This design comes from an exercise in tuning for small area, a short achievable clock period and few clock cycles on the open sky130 flow, not from production work. At most, simulation tests tie the RTL to the original design; equivalence was not proved.

oak:
==> flow/design.v (excerpt) <==
module bas(clock,reset,load, seed_x,seed_y,iterations,x,y,x_extreme,y_extreme,out_value,done );
Size in the first run: roughly 8000 cells after synthesis, ~140 I/O pins.
==> module beetle_right_antenna, before the edit <==
module beetle_right_antenna(dir, sense, s3, step);
input  [8:0]  dir;
input  [12:0] sense;
input  [14:0] s3;
output [13:0] step;
wire [15:0] s1 = {3'b000, sense};
wire [15:0] s2 = {2'b00, sense, 1'b0};
wire [15:0] t3 = {1'b0, s3};
wire [15:0] s4 = {1'b0, sense, 2'b00};
wire [3:0] g0 = {dir[2:0], 1'b0};
wire [3:0] g1 = dir[5:2];
wire [3:0] g2 = dir[8:5];
wire [15:0] r0, r1, r2;
wire n0, n1, n2;
beetle_booth_row b0(g0, s1, s2, t3, s4, r0, n0);
beetle_booth_row b1(g1, s1, s2, t3, s4, r1, n1);
beetle_booth_row b2(g2, s1, s2, t3, s4, r2, n2);
wire [21:0] p = {{6{n0}}, r0} + {{3{n1}}, r1, 3'd0} + {r2, 6'd0}
              + {15'd0, n2, 2'b00, n1, 2'b00, n0};
assign step = p[21:8];
endmodule
clock: 27.0 ns
lec_check: 0
abc_area: 1
cap_margin: 20
core_margin: 2
core_utilization: 50
slew_margin: 20
standard.sh (not shown) runs the stock make flow with config.mk's settings and CLKGATE_MAP_FILE= SYNTH_SCRIPT=/design/flow/synth_recipe.tcl, a recipe that flattens the netlist after the stock synthesis.
==> flow/flow/run.sh <==
#!/bin/bash
# The standard layout: floorplan with the default timing repair, then the rest
# with timing repair aiming for 20 ns of setup slack at the design's clock
# period (over-fixing, as SETUP_SLACK_MARGIN does) on the worst 10% of
# endpoints, and buf_2 cells as the port buffers.
set -euo pipefail
bash standard.sh "BUFFER_PORTS_ARGS=-buffer_cell sky130_fd_sc_hd__buf_2" floorplan > orfs_make_floorplan.log 2>&1
bash standard.sh SETUP_SLACK_MARGIN=20 TNS_END_PERCENT=10 "BUFFER_PORTS_ARGS=-buffer_cell sky130_fd_sc_hd__buf_2" finish > orfs_make.log 2>&1
Testbench counts of oak, summed over its fixed seeds: cycles 49,368.
For pine, these inputs were changed with respect to oak:
--- a/flow/design.v
+++ b/flow/design.v
@@ -718,14 +718,22 @@
 wire [3:0] g2 = dir[8:5];
 wire [15:0] r0, r1, r2;
 wire n0, n1, n2;
 beetle_booth_row b0(g0, s1, s2, t3, s4, r0, n0);
 beetle_booth_row b1(g1, s1, s2, t3, s4, r1, n1);
 beetle_booth_row b2(g2, s1, s2, t3, s4, r2, n2);
-wire [21:0] p = {{6{n0}}, r0} + {{3{n1}}, r1, 3'd0} + {r2, 6'd0}
-              + {15'd0, n2, 2'b00, n1, 2'b00, n0};
+wire [21:0] ra = {{6{n0}}, r0};
+wire [21:0] rb = {{3{n1}}, r1, 3'd0};
+wire [21:0] rc = {r2, 6'd0};
+wire [21:0] rd = {15'd0, n2, 2'b00, n1, 2'b00, n0};
+wire [21:0] t1 = ra ^ rb ^ rc;
+wire [21:0] c1 = {ra[20:0] & rb[20:0] | ra[20:0] & rc[20:0] | rb[20:0] & rc[20:0], 1'b0};
+wire [21:0] t2 = t1 ^ c1 ^ rd;
+wire [21:0] c2 = {t1[20:0] & c1[20:0] | t1[20:0] & rd[20:0] | c1[20:0] & rd[20:0], 1'b0};
+wire [21:0] p;
+beetle_prefix_add #(22, 5) fin(t2, c2, p);
 assign step = p[21:8];
 endmodule
 module beetle_booth_row(g, s1, s2, s3, s4, r, n);
 input  [3:0]  g;
 input  [15:0] s1, s2, s3, s4;
 output [15:0] r;
@@ -736,12 +744,37 @@
 wire m3 = a[2] & (a[1] ^ a[0]);
 wire m4 = a[2] & a[1] & a[0];
 wire [15:0] mag = {16{m1}} & s1 | {16{m2}} & s2 | {16{m3}} & s3 | {16{m4}} & s4;
 assign r = g[3] ? ~mag : mag;
 assign n = g[3];
 endmodule
+module beetle_prefix_add(a, b, s);
+parameter W = 8;
+parameter L = 3;
+input  [W-1:0] a, b;
+output [W-1:0] s;
+wire [W-1:0] g [0:L];
+wire [W-1:0] p [0:L];
+assign g[0] = a & b;
+assign p[0] = a ^ b;
+genvar l, i;
+generate
+  for (l = 0; l < L; l = l + 1) begin : lv
+    for (i = 0; i < W; i = i + 1) begin : bt
+      if ((i >> l) & 1) begin : cmb
+        assign g[l + 1][i] = g[l][i] | p[l][i] & g[l][((i >> l) << l) - 1];
+        assign p[l + 1][i] = p[l][i] & p[l][((i >> l) << l) - 1];
+      end else begin : pas
+        assign g[l + 1][i] = g[l][i];
+        assign p[l + 1][i] = p[l][i];
+      end
+    end
+  end
+endgenerate
+assign s = p[0] ^ {g[L][W-2:0], 1'b0};
+endmodule
 module beetle_position(mx, my, nx, ny, d1, d2, q1, q2);
 parameter NB = 0;
 input  [15:0] mx, my;
 input  signed [13:0] nx, ny;
 output [17:0] d1, d2;
 output q1, q2;
Findings:
Relative to oak, the number of global-route vias before repair measured on pine has decreased slightly. Summary of pine over oak: first-pass GRT wire length lower, number of tap instances lower, total global-route track usage lower. Start-to-end type of the worst setup path: register to register -> pine, input port to register -> oak. Summary of pine over oak: mean area per synthesized cell picked up an extra 1.8%; non-clock buffer contribution to total cell area decreased by 0.34 points relative to the old numbers; sum of buffers and inverters on the critical path shows an increase of 2; cell area after synthesis shows a reduction of 1.2%. Going from oak to pine, number of fillers in the final layout shrank slightly. Taking oak as the reference, in pine total wire length decreased by 2.4% relative to the old numbers, cell area shows a reduction of about 1.8%, amount of wire on met3 after detailed routing has decreased.
Function not checked in pine: the RTL went through the layout flow alone.

==> port drivers added, routing unchanged <==
Ports are ideal in the flow. The routed layouts listed here were re-timed in OpenROAD. Step 1: set_driving_cell puts a clkbuf_16 on clock and a buf_2 on each other input, an assumption about the parent block. Step 2, shift: input delay + t, output delay - t, t = (earliest + latest rising clock arrival at the registers) / 2. This alone moves slack from input paths to output paths. Three values: no drivers, after step 1, after step 2; two values: the first two.
run | t, ns | setup slack, ns | worst setup path at the end | pins driven straight from the clock port
oak | 0.700 | 20.101 / 20.128 / 19.456 | input to register | 1
pine | 0.690 | 20.030 / 20.030 / 19.371 | input to register | 1
After both steps every run listed still meets setup and hold. For pine, which loses most, drivers alone change the setup slack by 0.000 ns; drivers and shift together by -0.659 ns.
